This design comes from an exercise in tuning for small area on the open sky130 flow, not from production work.
In this exercise RTL edits were held to simulation tests only and were not proved equivalent to the original.
Power and IR drop assume default switching activity.

**design/flow/design.v**
```verilog
module cdc_rx #(
    parameter int DW = 32,
    parameter int SYNC_DP = 2
) (
    input  logic i_vld,
    output logic i_rdy,
    input  logic [DW-1:0] i_dat,
    output logic o_vld,
    input  logic o_rdy,
    output logic [DW-1:0] o_dat,
    input  logic clk,
    input  logic rst_n
);
logic [SYNC_DP:0] sync_vld;
always_ff @(posedge clk or negedge rst_n) begin: p_sync_vld
    if (!rst_n)
        sync_vld <= {SYNC_DP+1{1'b0}};
    else
        sync_vld <= {i_vld,sync_vld[SYNC_DP:1]};
end: p_sync_vld
wire i_vld_sync = sync_vld[1];
wire i_vld_sync_nedge = (~i_vld_sync) & sync_vld[0];
wire i_rdy_set = ~o_vld & i_vld_sync & ~i_rdy;
always_ff @(posedge clk or negedge rst_n) begin: p_i_rdy
    if (!rst_n)
        i_rdy <= 1'b0;
    else if (i_rdy_set | i_vld_sync_nedge)
        i_rdy <= i_rdy_set | ~i_vld_sync_nedge;
end: p_i_rdy
always_ff @(posedge clk or negedge rst_n) begin: p_dat_r
    if (!rst_n)
        o_dat <= {DW{1'b0}};
    else if (i_rdy_set)
        o_dat <= i_dat;
end: p_dat_r
wire vld_clr = o_vld & o_rdy;
always_ff @(posedge clk or negedge rst_n) begin: p_o_vld
    if (!rst_n)
        o_vld <= 1'b0;
    else if (i_rdy_set | vld_clr)
        o_vld <= i_rdy_set | ~vld_clr;
end: p_o_vld
endmodule
module cdc_tx #(
    parameter int DW = 32,
    parameter int SYNC_DP = 2
) (
    input  logic i_vld,
    output logic i_rdy,
    input  logic [DW-1:0] i_dat,
    output logic o_vld,
    input  logic o_rdy,
    output logic [DW-1:0] o_dat,
    input  logic clk,
    input  logic rst_n
);
logic[SYNC_DP:0] sync_rdy;
always @(posedge clk or negedge rst_n) begin: p_sync_rdy
    if (!rst_n)
        sync_rdy <= {SYNC_DP+1{1'b0}};
    else
        sync_rdy <= {o_rdy,sync_rdy[SYNC_DP:1]};
end: p_sync_rdy
wire o_rdy_sync = sync_rdy[1];
wire o_rdy_nedge = ~o_rdy_sync & sync_rdy[0];
wire vld_set = i_vld & i_rdy;
wire vld_clr = o_vld & o_rdy_sync;
always @(posedge clk or negedge rst_n) begin: p_vld_r
    if (!rst_n)
        o_vld <= 1'b0;
    else if (vld_set | vld_clr)
        o_vld <= vld_set | (~vld_clr);
end: p_vld_r
always @(posedge clk or negedge rst_n) begin: p_dat_r
    if (!rst_n)
        o_dat <= {DW{1'b0}};
    else if (vld_set)
        o_dat <= i_dat;
end: p_dat_r
logic nrdy_r;
always @(posedge clk or negedge rst_n) begin: p_nrdy_r
    if (!rst_n)
        nrdy_r <= 1'b0;
    else if (vld_set | o_rdy_nedge)
        nrdy_r <= vld_set | (~o_rdy_nedge);
end: p_nrdy_r
assign i_rdy = (~nrdy_r) | o_rdy_nedge;
endmodule
module debug_ram(
  input  logic clk,
  input  logic en,
  input  logic we,
  input  logic [ 2:0] addr,
  input  logic [31:0] din,
  output logic [31:0] dout
);
localparam int NB_COL = 4;
sp_ram #(
    .NB_COL(NB_COL),
    .COL_WIDTH(8),
    .AWIDTH(3)
) u_ram (
    .addr(addr),
    .din(din),
    .clk(clk),
    .we({NB_COL{we}}),
    .en(en),
    .dout(dout)
);
endmodule
module sp_ram #(
    parameter int NB_COL,                      
    parameter int COL_WIDTH,                   
    parameter int AWIDTH                       
) (
    input  logic [AWIDTH-1:0] addr,              
    input  logic [(NB_COL*COL_WIDTH)-1:0] din,   
    input  logic clk,                            
    input  logic [NB_COL-1:0] we,                
    input  logic en,                             
    output logic [(NB_COL*COL_WIDTH)-1:0] dout   
);
    logic [(NB_COL*COL_WIDTH)-1:0] mem [2**AWIDTH-1:0];
    assign dout = mem[addr];
    for (genvar i = 0; i < NB_COL; i = i+1) begin: byte_write
        always @(posedge clk)
            if (en)
                if (we[i])
                    mem[addr][(i+1)*COL_WIDTH-1:i*COL_WIDTH] <= din[(i+1)*COL_WIDTH-1:i*COL_WIDTH];
    end
endmodule
module sirv_debug_rom(
  input  [7-1:2] rom_addr,
  output [32-1:0] rom_dout
  );
  wire [31:0] debug_rom [0:31];  
  assign rom_dout = debug_rom[rom_addr];
  assign debug_rom[29] = 32'h0;
  assign debug_rom[30] = 32'h0;
  assign debug_rom[31] = 32'h0;
  assign debug_rom[ 0][7 : 0] = 8'h6f;
  assign debug_rom[ 0][15: 8] = 8'h00;
  assign debug_rom[ 0][23:16] = 8'hc0;
  assign debug_rom[ 0][31:24] = 8'h03;
  assign debug_rom[ 1][7 : 0] = 8'h6f;
  assign debug_rom[ 1][15: 8] = 8'h00;
  assign debug_rom[ 1][23:16] = 8'hc0;
  assign debug_rom[ 1][31:24] = 8'h00;
  assign debug_rom[ 2][7 : 0] = 8'h13;
  assign debug_rom[ 2][15: 8] = 8'h04;
  assign debug_rom[ 2][23:16] = 8'hf0;
  assign debug_rom[ 2][31:24] = 8'hff;
  assign debug_rom[ 3][7 : 0] = 8'h6f;
  assign debug_rom[ 3][15: 8] = 8'h00;
  assign debug_rom[ 3][23:16] = 8'h80;
  assign debug_rom[ 3][31:24] = 8'h00;
  assign debug_rom[ 4][7 : 0] = 8'h13;
  assign debug_rom[ 4][15: 8] = 8'h04;
  assign debug_rom[ 4][23:16] = 8'h00;
  assign debug_rom[ 4][31:24] = 8'h00;
  assign debug_rom[ 5][7 : 0] = 8'h0f;
  assign debug_rom[ 5][15: 8] = 8'h00;
  assign debug_rom[ 5][23:16] = 8'hf0;
  assign debug_rom[ 5][31:24] = 8'h0f;
  assign debug_rom[ 6][7 : 0] = 8'h83;
  assign debug_rom[ 6][15: 8] = 8'h24;
  assign debug_rom[ 6][23:16] = 8'h80;
  assign debug_rom[ 6][31:24] = 8'h41;
  assign debug_rom[ 7][7 : 0] = 8'h23;
  assign debug_rom[ 7][15: 8] = 8'h2c;
  assign debug_rom[ 7][23:16] = 8'h80;
  assign debug_rom[ 7][31:24] = 8'h40;
  assign debug_rom[ 8][7 : 0] = 8'h73;
  assign debug_rom[ 8][15: 8] = 8'h24;
  assign debug_rom[ 8][23:16] = 8'h40;
  assign debug_rom[ 8][31:24] = 8'hf1;
  assign debug_rom[ 9][7 : 0] = 8'h23;
  assign debug_rom[ 9][15: 8] = 8'h20;
  assign debug_rom[ 9][23:16] = 8'h80;
  assign debug_rom[ 9][31:24] = 8'h10;
  assign debug_rom[10][7 : 0] = 8'h73;
  assign debug_rom[10][15: 8] = 8'h24;
  assign debug_rom[10][23:16] = 8'h00;
  assign debug_rom[10][31:24] = 8'h7b;
  assign debug_rom[11][7 : 0] = 8'h13;
  assign debug_rom[11][15: 8] = 8'h74;
  assign debug_rom[11][23:16] = 8'h84;
  assign debug_rom[11][31:24] = 8'h00;
  assign debug_rom[12][7 : 0] = 8'h63;
  assign debug_rom[12][15: 8] = 8'h1a;
  assign debug_rom[12][23:16] = 8'h04;
  assign debug_rom[12][31:24] = 8'h02;
  assign debug_rom[13][7 : 0] = 8'h73;
  assign debug_rom[13][15: 8] = 8'h24;
  assign debug_rom[13][23:16] = 8'h20;
  assign debug_rom[13][31:24] = 8'h7b;
  assign debug_rom[14][7 : 0] = 8'h73;
  assign debug_rom[14][15: 8] = 8'h00;
  assign debug_rom[14][23:16] = 8'h20;
  assign debug_rom[14][31:24] = 8'h7b;
  assign debug_rom[15][7 : 0] = 8'h73;
  assign debug_rom[15][15: 8] = 8'h10;
  assign debug_rom[15][23:16] = 8'h24;
  assign debug_rom[15][31:24] = 8'h7b;
  assign debug_rom[16][7 : 0] = 8'h73;
  assign debug_rom[16][15: 8] = 8'h24;
  assign debug_rom[16][23:16] = 8'h00;
  assign debug_rom[16][31:24] = 8'h7b;
  assign debug_rom[17][7 : 0] = 8'h13;
  assign debug_rom[17][15: 8] = 8'h74;
  assign debug_rom[17][23:16] = 8'h04;
  assign debug_rom[17][31:24] = 8'h1c;
  assign debug_rom[18][7 : 0] = 8'h13;
  assign debug_rom[18][15: 8] = 8'h04;
  assign debug_rom[18][23:16] = 8'h04;
  assign debug_rom[18][31:24] = 8'hf4;
  assign debug_rom[19][7 : 0] = 8'h63;
  assign debug_rom[19][15: 8] = 8'h16;
  assign debug_rom[19][23:16] = 8'h04;
  assign debug_rom[19][31:24] = 8'h00;
  assign debug_rom[20][7 : 0] = 8'h23;
  assign debug_rom[20][15: 8] = 8'h2c;
  assign debug_rom[20][23:16] = 8'h90;
  assign debug_rom[20][31:24] = 8'h40;
  assign debug_rom[21][7 : 0] = 8'h67;
  assign debug_rom[21][15: 8] = 8'h00;
  assign debug_rom[21][23:16] = 8'h00;
  assign debug_rom[21][31:24] = 8'h40;
  assign debug_rom[22][7 : 0] = 8'h73;
  assign debug_rom[22][15: 8] = 8'h24;
  assign debug_rom[22][23:16] = 8'h40;
  assign debug_rom[22][31:24] = 8'hf1;
  assign debug_rom[23][7 : 0] = 8'h23;
  assign debug_rom[23][15: 8] = 8'h26;
  assign debug_rom[23][23:16] = 8'h80;
  assign debug_rom[23][31:24] = 8'h10;
  assign debug_rom[24][7 : 0] = 8'h73;
  assign debug_rom[24][15: 8] = 8'h60;
  assign debug_rom[24][23:16] = 8'h04;
  assign debug_rom[24][31:24] = 8'h7b;
  assign debug_rom[25][7 : 0] = 8'h73;
  assign debug_rom[25][15: 8] = 8'h24;
  assign debug_rom[25][23:16] = 8'h00;
  assign debug_rom[25][31:24] = 8'h7b;
  assign debug_rom[26][7 : 0] = 8'h13;
  assign debug_rom[26][15: 8] = 8'h74;
  assign debug_rom[26][23:16] = 8'h04;
  assign debug_rom[26][31:24] = 8'h02;
  assign debug_rom[27][7 : 0] = 8'he3;
  assign debug_rom[27][15: 8] = 8'h0c;
  assign debug_rom[27][23:16] = 8'h04;
  assign debug_rom[27][31:24] = 8'hfe;
  assign debug_rom[28][7 : 0] = 8'h6f;
  assign debug_rom[28][15: 8] = 8'hf0;
  assign debug_rom[28][23:16] = 8'h1f;
  assign debug_rom[28][31:24] = 8'hfe;
endmodule
module riscv_dm_0p11 #(
    parameter int ASYNC_FF_LEVELS = 2,
    parameter int PC_SIZE = 32,
    parameter int HART_NUM = 1,
    parameter int HART_ID_W = 1
) (
  input         i_icb_cmd_valid,
  output        i_icb_cmd_ready,
  input  [11:0] i_icb_cmd_addr,
  input         i_icb_cmd_read,
  input  [31:0] i_icb_cmd_wdata,
  output        i_icb_rsp_valid,
  input         i_icb_rsp_ready,
  output [31:0] i_icb_rsp_rdata,
  input        dtm_req_valid,
  output       dtm_req_ready,
  input [40:0] dtm_req_bits,
  output       dtm_resp_valid,
  input        dtm_resp_ready,
  output[35:0] dtm_resp_bits,
  output [HART_NUM-1:0]      o_dbg_irq,
  output [HART_NUM-1:0]      o_ndreset,
  output [HART_NUM-1:0]      o_fullreset,
  input   clk,
  input   rst_n,
  input   test_mode
);
  logic dm_rst_n;
  logic [19:0] sync_dmrst;
  always @(posedge clk or negedge rst_n) begin: p_sync_dmrst
      if (!rst_n) begin
          sync_dmrst <= {20{1'b0}};
      end else begin
          sync_dmrst <= {1'b1,sync_dmrst[19:1]};
      end
  end: p_sync_dmrst
  assign dm_rst_n = test_mode ? rst_n : sync_dmrst[0];
  wire        i_dtm_req_valid;
  wire        i_dtm_req_ready;
  wire [40:0] i_dtm_req_bits;
  wire        i_dtm_resp_valid;
  wire        i_dtm_resp_ready;
  wire [35:0] i_dtm_resp_bits;
  cdc_tx #(
     .DW      (36),
     .SYNC_DP (ASYNC_FF_LEVELS)
   ) u_cdc_tx (
     .o_vld  (dtm_resp_valid),
     .o_rdy  (dtm_resp_ready),
     .o_dat  (dtm_resp_bits ),
     .i_vld  (i_dtm_resp_valid),
     .i_rdy  (i_dtm_resp_ready),
     .i_dat  (i_dtm_resp_bits ),
     .clk    (clk),
     .rst_n  (dm_rst_n)
   );
   cdc_rx #(
     .DW      (41),
     .SYNC_DP (ASYNC_FF_LEVELS)
   ) u_dm2dtm_cdc_rx (
     .i_vld  (dtm_req_valid),
     .i_rdy  (dtm_req_ready),
     .i_dat  (dtm_req_bits ),
     .o_vld  (i_dtm_req_valid),
     .o_rdy  (i_dtm_req_ready),
     .o_dat  (i_dtm_req_bits ),
     .clk    (clk),
     .rst_n  (dm_rst_n)
   );
  wire i_dtm_req_hsked = i_dtm_req_valid & i_dtm_req_ready;
  wire [ 4:0] dtm_req_bits_addr;
  wire [33:0] dtm_req_bits_data;
  wire [ 1:0] dtm_req_bits_op;
  wire [33:0] dtm_resp_bits_data;
  wire [ 1:0] dtm_resp_bits_resp;
  assign dtm_req_bits_addr = i_dtm_req_bits[40:36];
  assign dtm_req_bits_data = i_dtm_req_bits[35:2];
  assign dtm_req_bits_op   = i_dtm_req_bits[1:0];
  assign i_dtm_resp_bits = {dtm_resp_bits_data, dtm_resp_bits_resp};
  wire dtm_req_rd = (dtm_req_bits_op == 2'd1);
  wire dtm_req_wr = (dtm_req_bits_op == 2'd2);
  wire access_valid = dtm_req_rd | dtm_req_wr;
  wire dtm_req_sel_dbgram   = access_valid & (dtm_req_bits_addr[4:3] == 2'b0);
  wire dtm_req_sel_dmcontrl = access_valid & (dtm_req_bits_addr == 5'h10);
  wire dtm_req_sel_dminfo   = access_valid & (dtm_req_bits_addr == 5'h11);
  wire dtm_req_sel_haltstat = access_valid & (dtm_req_bits_addr == 5'h1C);
  wire [33:0] dminfo_r;
  wire [33:0] dmcontrol_r;
  reg [HART_NUM-1:0] dm_haltnot_r;
  reg [HART_NUM-1:0] dm_debint_r;
  wire [31:0] dram_dout;
  assign dtm_resp_bits_data =
            ({34{dtm_req_sel_dbgram  }} & {dmcontrol_r[33:32],dram_dout})
          | ({34{dtm_req_sel_dmcontrl}} & dmcontrol_r)
          | ({34{dtm_req_sel_dminfo  }} & dminfo_r)
          | ({34{dtm_req_sel_haltstat}} & {{34-HART_ID_W{1'b0}},dm_haltnot_r});
  assign dtm_resp_bits_resp = 2'd0;
  wire icb_access_dbgram_ena;
  wire i_dtm_req_condi = dtm_req_sel_dbgram ? (~icb_access_dbgram_ena) : 1'b1;
  assign i_dtm_req_ready    = i_dtm_req_condi & i_dtm_resp_ready;
  assign i_dtm_resp_valid   = i_dtm_req_condi & i_dtm_req_valid;
  assign dminfo_r[33:16] = 18'b0;
  assign dminfo_r[15:10] = 6'h6;
  assign dminfo_r[9:6]   = 4'b0;
  assign dminfo_r[5]     = 1'h1;
  assign dminfo_r[4:2]   = 3'b0;
  assign dminfo_r[1:0]   = 2'h1;
  reg[HART_ID_W-1:0] dm_hartid_r;
  wire [1:0] dm_debint_arr  = {1'b0,dm_debint_r };
  wire [1:0] dm_haltnot_arr = {1'b0,dm_haltnot_r};
  assign dmcontrol_r[33] = dm_debint_arr [dm_hartid_r];
  assign dmcontrol_r[32] = dm_haltnot_arr[dm_hartid_r];
  assign dmcontrol_r[31:12] = 20'b0;
  assign dmcontrol_r[11:2] = {{10-HART_ID_W{1'b0}},dm_hartid_r};
  assign dmcontrol_r[1:0] = 2'b0;
  wire dtm_wr_dmcontrol = dtm_req_sel_dmcontrl & dtm_req_wr;
  wire dtm_wr_dbgram    = dtm_req_sel_dbgram   & dtm_req_wr;
  wire dtm_wr_interrupt_ena = i_dtm_req_hsked & (dtm_wr_dmcontrol | dtm_wr_dbgram) & dtm_req_bits_data[33]; 
  wire dtm_wr_haltnot_ena   = i_dtm_req_hsked & (dtm_wr_dmcontrol | dtm_wr_dbgram) & (~dtm_req_bits_data[32]); 
  wire dtm_wr_hartid_ena    = i_dtm_req_hsked & dtm_wr_dmcontrol;
  wire dtm_wr_dbgram_ena    = i_dtm_req_hsked & dtm_wr_dbgram;
  wire dtm_access_dbgram_ena    = i_dtm_req_hsked & dtm_req_sel_dbgram;
  always @(posedge clk or negedge dm_rst_n) begin: p_dm_hartid
      if (!dm_rst_n)
          dm_hartid_r <= {HART_ID_W{1'b0}};
      else if (dtm_wr_hartid_ena)
          dm_hartid_r <= dtm_req_bits_data[HART_ID_W+2-1:2];
  end: p_dm_hartid
  wire i_icb_cmd_hsked = i_icb_cmd_valid & i_icb_cmd_ready;
  wire icb_wr_ena = i_icb_cmd_hsked & (~i_icb_cmd_read);
  wire icb_sel_cleardebint = (i_icb_cmd_addr == 12'h100);
  wire icb_sel_sethaltnot  = (i_icb_cmd_addr == 12'h10c);
  wire icb_sel_dbgrom  = (i_icb_cmd_addr[12-1:8] == 4'h8);
  wire icb_sel_dbgram  = (i_icb_cmd_addr[12-1:8] == 4'h4);
  wire icb_wr_cleardebint_ena = icb_wr_ena & icb_sel_cleardebint;
  wire icb_wr_sethaltnot_ena  = icb_wr_ena & icb_sel_sethaltnot ;
  assign icb_access_dbgram_ena = i_icb_cmd_hsked & icb_sel_dbgram;
  reg[HART_ID_W-1:0] cleardebint_r;
  always @(posedge clk or negedge dm_rst_n) begin: p_cleardebint
      if (!dm_rst_n)
          cleardebint_r <= {HART_ID_W{1'b0}};
      else if (icb_wr_cleardebint_ena)
          cleardebint_r <= i_icb_cmd_wdata[HART_ID_W-1:0];
  end: p_cleardebint
  reg[HART_ID_W-1:0] sethaltnot_r;
  always @(posedge clk or negedge dm_rst_n) begin: p_sethaltnot
      if (!dm_rst_n)
          sethaltnot_r <= {HART_ID_W{1'b0}};
      else if (icb_wr_sethaltnot_ena)
          sethaltnot_r <= i_icb_cmd_wdata[HART_ID_W-1:0];
  end: p_sethaltnot
  assign i_icb_rsp_valid = i_icb_cmd_valid; 
  assign i_icb_cmd_ready = i_icb_rsp_ready;
  wire [31:0] rom_dout;
  assign i_icb_rsp_rdata =
            ({32{icb_sel_cleardebint}} & {{32-HART_ID_W{1'b0}}, cleardebint_r})
          | ({32{icb_sel_sethaltnot }} & {{32-HART_ID_W{1'b0}}, sethaltnot_r})
          | ({32{icb_sel_dbgrom  }} & rom_dout)
          | ({32{icb_sel_dbgram  }} & dram_dout);
   sirv_debug_rom u_sirv_debug_rom (
     .rom_addr (i_icb_cmd_addr[7-1:2]),
     .rom_dout (rom_dout)
   );
  wire         dram_cs   = dtm_access_dbgram_ena | icb_access_dbgram_ena;
  wire [ 2:0]  dram_addr = dtm_access_dbgram_ena ? dtm_req_bits_addr[2:0] : i_icb_cmd_addr[4:2];
  wire         dram_we   = dtm_access_dbgram_ena ? dtm_req_wr             : ~i_icb_cmd_read;
  wire [31:0]  dram_din  = dtm_access_dbgram_ena ? dtm_req_bits_data[31:0]: i_icb_cmd_wdata;
  debug_ram u_dram(
    .clk  (clk),
    .en   (dram_cs),
    .we   (dram_we),
    .addr (dram_addr),
    .din  (dram_din),
    .dout (dram_dout)
  );
  wire [HART_NUM-1:0] dm_haltnot_set;
  wire [HART_NUM-1:0] dm_haltnot_clr;
  wire [HART_NUM-1:0] dm_debint_set;
  wire [HART_NUM-1:0] dm_debint_clr;
  wire [HART_NUM-1:0] dm_debint_ena;
  wire [HART_NUM-1:0] dm_debint_nxt;
  genvar i;
  generate
    for(i = 0; i < HART_NUM; i = i+1)
    begin:dm_halt_int_gen
      assign dm_haltnot_set[i] = icb_wr_sethaltnot_ena & (i_icb_cmd_wdata[HART_ID_W-1:0] == i[HART_ID_W-1:0]);
      assign dm_haltnot_clr[i] = dtm_wr_haltnot_ena & (dm_hartid_r == i[HART_ID_W-1:0]);
      always @(posedge clk or negedge dm_rst_n) begin: p_dm_haltnot
          if (!dm_rst_n)
              dm_haltnot_r[i] <= 1'b0;
          else if (dm_haltnot_set[i] | dm_haltnot_clr[i])
              dm_haltnot_r[i] <= dm_haltnot_set[i] | (~dm_haltnot_clr[i]);
      end: p_dm_haltnot
      assign dm_debint_set[i] = dtm_wr_interrupt_ena & (dm_hartid_r == i[HART_ID_W-1:0]);
      assign dm_debint_clr[i] = icb_wr_cleardebint_ena & (i_icb_cmd_wdata[HART_ID_W-1:0] == i[HART_ID_W-1:0]);
      always @(posedge clk or negedge dm_rst_n) begin: p_dm_debint
          if (!dm_rst_n)
              dm_debint_r[i] <= 1'b0;
          else if (dm_debint_set[i] | dm_debint_clr[i])
              dm_debint_r[i] <= dm_debint_set[i] | (~dm_debint_clr[i]);
      end: p_dm_debint
    end
  endgenerate
  assign o_dbg_irq = dm_debint_r;
  assign o_ndreset   = {HART_NUM{1'b0}};
  assign o_fullreset = {HART_NUM{1'b0}};
endmodule
```
**design/flow/constraint.sdc**
```tcl
create_clock -name core_clock -period 10.0 [get_ports {clk}]
set_input_delay 2.0000 -clock core_clock [delete_from_list [all_inputs] [get_ports {clk}]]
set_output_delay 2.0000 -clock core_clock [all_outputs]
set_load 0.01 [all_outputs]
```
**design/flow/config.mk**
```make
export PLATFORM = sky130hd
export DESIGN_NAME = riscv_dm_0p11
export DESIGN_NICKNAME = riscv_dm_0p11
export VERILOG_FILES = /design/flow/design.v
export SDC_FILE = /design/flow/constraint.sdc
export NUM_CORES = 4
export LEC_CHECK = 0
export ABC_AREA = 1
export CAP_MARGIN = 20
export CORE_MARGIN = 2
export CORE_UTILIZATION = 40
export SLEW_MARGIN = 20
```
**design/flow/run.sh**
```bash
#!/bin/bash
# synth_recipe.tcl (not shown) runs the flow's synth.tcl, then flattens the netlist and writes it again
# the make line also repeats each setting of config.mk as NAME=value (left out here)
make -C /OpenROAD-flow-scripts/flow DESIGN_CONFIG=/design/flow/config.mk WORK_HOME=/design/flow/orfs CLKGATE_MAP_FILE= SYNTH_SCRIPT=/design/flow/synth_recipe.tcl finish
```
==> flow_metrics.env <==
export IMPL_ff2ff_path_depth=11
export IMPL_timing_final_hold_violations=0
export IMPL_setup_violations=0
export IMPL_die_h_um=202.3
export IMPL_fp_coreArea_um2=38740
export IMPL_cts_buffers=41
export IMPL_rr_endpoint="u_dram.u_ram.mem[1][31]$_DFFE_PP_"
export IMPL_antenna_found_initial=0
export IMPL_cts_resized=0
export IMPL_grt_max_degree=100
export IMPL_top_usage_layer="met2"
export IMPL_finalWirelength_um=41310
export IMPL_tightest_slew_ps=1125
export IMPL_gp_congestion=0.9195
export IMPL_ctsRootBufferMaster="clkbuf_16"
export IMPL_vias_per_cell=5.009
export IMPL_met1_usage=0.2945
export IMPL_yosys_area_top_type="edfxtp_1"
export IMPL_drcViolationCount=0
export IMPL_ys_warn_count=5
export IMPL_p_leak_uw=0.007978
export IMPL_fin_crit_ps=7496
export IMPL_yosys_area_share_simple=0.2516
export IMPL_cts_sinks=366
export IMPL_die_x_um=202.3
export IMPL_tns_ps=0
export IMPL_synth_cell_type_count=38
export IMPL_clk_latency_ps=550
export IMPL_cts_setup_buffers=0
export IMPL_min_path_type="flop to async pin"
export IMPL_maxCapViolations=0
export IMPL_synth_area_top_cells="edfxtp_1, dfrtp_1, nand2_1"
export IMPL_synth_top_area_share=0.4886
export IMPL_synthMuxAreaShare=0.02505
export IMPL_dpl_hpwl_um=25950
export IMPL_first_pass_iters=5
export IMPL_area_growth_pct=21.46
export IMPL_rsz0062_at_grt="false"
export IMPL_path_max_fanout=76
export IMPL_max_freq_mhz=133.4
export IMPL_grt_overflow=0
export IMPL_r2r_start="u_dm2dtm_cdc_rx.o_dat[0]$_DFFE_PN0P_"
export IMPL_gr_usage_all_layers=0.2038
export IMPL_yosysSeqAreaShare=0.6635
export IMPL_synth_avg_cell_area_um2=10.36
export IMPL_clk_pin_slew_ps=60
export IMPL_grt_pass1_wl_um=63580
export IMPL_skew_ps=14.38
export IMPL_n_antenna_cell=0
export IMPL_place_inst=2150
export IMPL_crit_start="i_icb_cmd_addr[8]"
export IMPL_worstSetupPathType="input pin to output port"
export IMPL_setup_worst_path_end_class="output port"
export IMPL_maxSlewViolCount=0
export IMPL_drive_above_1_share=0.08612
export IMPL_synth_xor_area_share=0
export IMPL_syn_area_um2=15730
export IMPL_power_density_nw_per_um2=224.6
export IMPL_synth_top_family_by_area="simple AND/OR/NAND/NOR gates"
export IMPL_layout_setup_ws_ps=2504
export IMPL_wl_per_cell_um=18.57
export IMPL_fin_crit_sh=0.7496
export IMPL_port_buffers=163
export IMPL_synth_compound_area_share=0.01590
export IMPL_required_ps=8000
export IMPL_cts_tree="yes"
export IMPL_fin_util=0.4933
export IMPL_htree_levels=2
export IMPL_place_ws_ps=2438
export IMPL_slew_headroom=0.2422
export IMPL_num_nets_final=1769
export IMPL_placementRows=72
export IMPL_total_power_uw=4292
export IMPL_start_util=0.4062
export IMPL_ant_nets=0
export IMPL_reg2reg_slack_ps=6090
export IMPL_holdBufCountCts=0
export IMPL_fin_cells=2225
export IMPL_cp_start_kind="input pin"
export IMPL_critPathArrivalTime_ps=5500
export IMPL_clock_path_buffers=3
export IMPL_dr_first_iter_drc_count=947
export IMPL_use_met2=0.3206
export IMPL_status="no timing/DRC/antenna violations"
export IMPL_ys_seq_elements=366
export IMPL_met3_usage=0.03322
export IMPL_vias=11140
export IMPL_grt_pass1_vias=10690
export IMPL_synthCells=1518
export IMPL_ios=168
export IMPL_peakVddDrop_uv=131.4
export IMPL_synth_fa_ha_area_frac=0.0007952
export IMPL_dieArea_um2=40940
flip-flops by register name (all words and copies together), names as in the netlist, 3 cells and up:
signal,count
u_dm2dtm_cdc_rx.o_dat,41
u_cdc_tx.o_dat,34
u_dm2dtm_cdc_rx.sync_vld,3
u_dram.u_ram.mem,256
sync_dmrst,20
u_cdc_tx.sync_rdy,3
cell usage after synthesis:
cell type and count:
a211oi_1 2, a21oi_1 10, a21oi_2 1, buf_1 9, buf_2 11, buf_4 23, buf_6 12, clkbuf_1 16
clkinv_1 1, conb_1 2, dfrtp_1 110, edfxtp_1 256, ha_1 1, inv_1 55, inv_2 1, mux2_2 35
nand2_1 654, nand2_2 5, nand2_4 4, nand3_1 157, nand3_2 2, nand3b_1 2, nand4_1 17, nor2_1 82
nor2_2 3, nor2_8 4, nor3_1 7, nor3_2 1, nor3_4 1, nor3b_1 1, nor4_1 4, o2111ai_1 1
o211ai_1 3, o21ai_0 16, o21ai_1 1, o22ai_1 2, o31ai_1 4, o41ai_1 2
through the flow:
step           instance area (um2)  hold slack, ps
4_1_cts                      19100           350.1
3_3_place_gp                 17760           334.1
6_report                     19110           320.1
3_5_place_dp                 17760           335.5
5_1_grt                      19110           352.3
2_1_floorplan                15750           331.2
worst max-delay path: stages:
cell and delay, ps:
clkdlybuf4s50_1 450, nor2_1 210, nand3_2 210, nand3_2 190
nand2_1 110, nand2_4 460, buf_12 380, nand2_1 100
nand3_1 100, nand2_1 60, nor2_1 370, nand2_1 120
nand2_1 110, clkdlybuf4s50_1 540
worst max path at each step:
stage | slack (ps) | to | depth (start not counted)
2_1_floorplan | 4600 | i_icb_rsp_rdata[8] | 11
3_3_place_gp | 2480 | i_icb_rsp_rdata[7] | 15
3_5_place_dp | 2440 | i_icb_rsp_rdata[7] | 14
4_1_cts | 2430 | i_icb_rsp_rdata[7] | 14
5_1_grt | 2230 | i_icb_rsp_rdata[18] | 14
6_report | 2500 | i_icb_rsp_rdata[10] | 14
where the power goes:
part | internal [uW] | leakage [uW] | switching [uW]
clock | 888 | 0.000654 | 596
combinational | 349 | 0.00367 | 554
sequential | 1820 | 0.00365 | 85.6
total | 3060 | 0.00798 | 1240
per-layer routing:
| layer | up-vias | share of wire |
|---|---|---|
| li1 | 5376 | - |
| met1 | 5340 | 0.47 |
| met2 | 367 | 0.45 |
| met3 | 61 | 0.060 |
| met4 | 0 | 0.020 |
| met5 | - | 0 |
area by class of cell:
cell class	instances	area, um2
Sequential cell	366	10440
Clock inverter	20	192.7
Timing Repair Buffer	182	1787
Fill cell	3482	19630
Tap cell	518	648.1
Multi-Input combinational cell	1027	4679
Inverter	57	214.0
Clock buffer	55	1150
cells in the final DEF (no fill, tap or decap), types with 2 or more instances in the layout:
| cell type | n |
|---|---|
| clkbuf_8 | 5 |
| nor3_1 | 7 |
| nand4_1 | 17 |
| bufinv_16 | 3 |
| clkinv_2 | 5 |
| o22ai_1 | 2 |
| nand2_2 | 4 |
| nand3b_1 | 2 |
| nor2_2 | 11 |
| o21ai_0 | 16 |
| clkbuf_1 | 8 |
| o41ai_1 | 2 |
| a21oi_1 | 10 |
| nor4_1 | 4 |
| dfrtp_1 | 110 |
| nand3_2 | 2 |
| o211ai_1 | 3 |
| inv_1 | 55 |
| nand2_4 | 5 |
| clkinvlp_4 | 2 |
| mux2_2 | 34 |
| buf_4 | 18 |
| o31ai_1 | 4 |
| clkinv_1 | 6 |
| nor2_1 | 74 |
| nand3_1 | 157 |
| clkinv_4 | 3 |
| edfxtp_1 | 256 |
| conb_1 | 5 |
| inv_6 | 2 |
| nand2_1 | 653 |
| nor2_8 | 4 |
| clkbuf_16 | 42 |
| a211oi_1 | 2 |
| clkdlybuf4s50_1 | 163 |
cell families after synthesis:
logic type | Yosys count
DFF | 366
adders and majority gates | 1
other | 2
AOI/OAI and AO/OA | 42
muxes | 35
and+or+nand+nor | 944
buffers and inverters | 128

-- static timing again, ports no longer ideal --
How much do the figures lean on ideal ports? The routed layout below was timed once more, with nothing changed but the port constraints. Step 1, drivers: a clkbuf_16 drives clk and a buf_2 each remaining input, both assumed. Step 2 times the ports against the registers' clock, not the clock port: input delays grow and output delays shrink by t, the midpoint of the rising clock arrivals with the driver on. Three values: ideal ports, drivers, drivers and shift; two values: the first two.
t, ns: 0.595
slack for setup (ns): 2.504 / 2.480 / 2.480
hold slack, ns: 0.320 / 0.320 / 0.320
pins driven straight from the clock port: 1
After both steps this run still meets setup and hold. For this run, drivers alone change the setup slack by -0.024 ns; drivers and shift together by -0.024 ns.
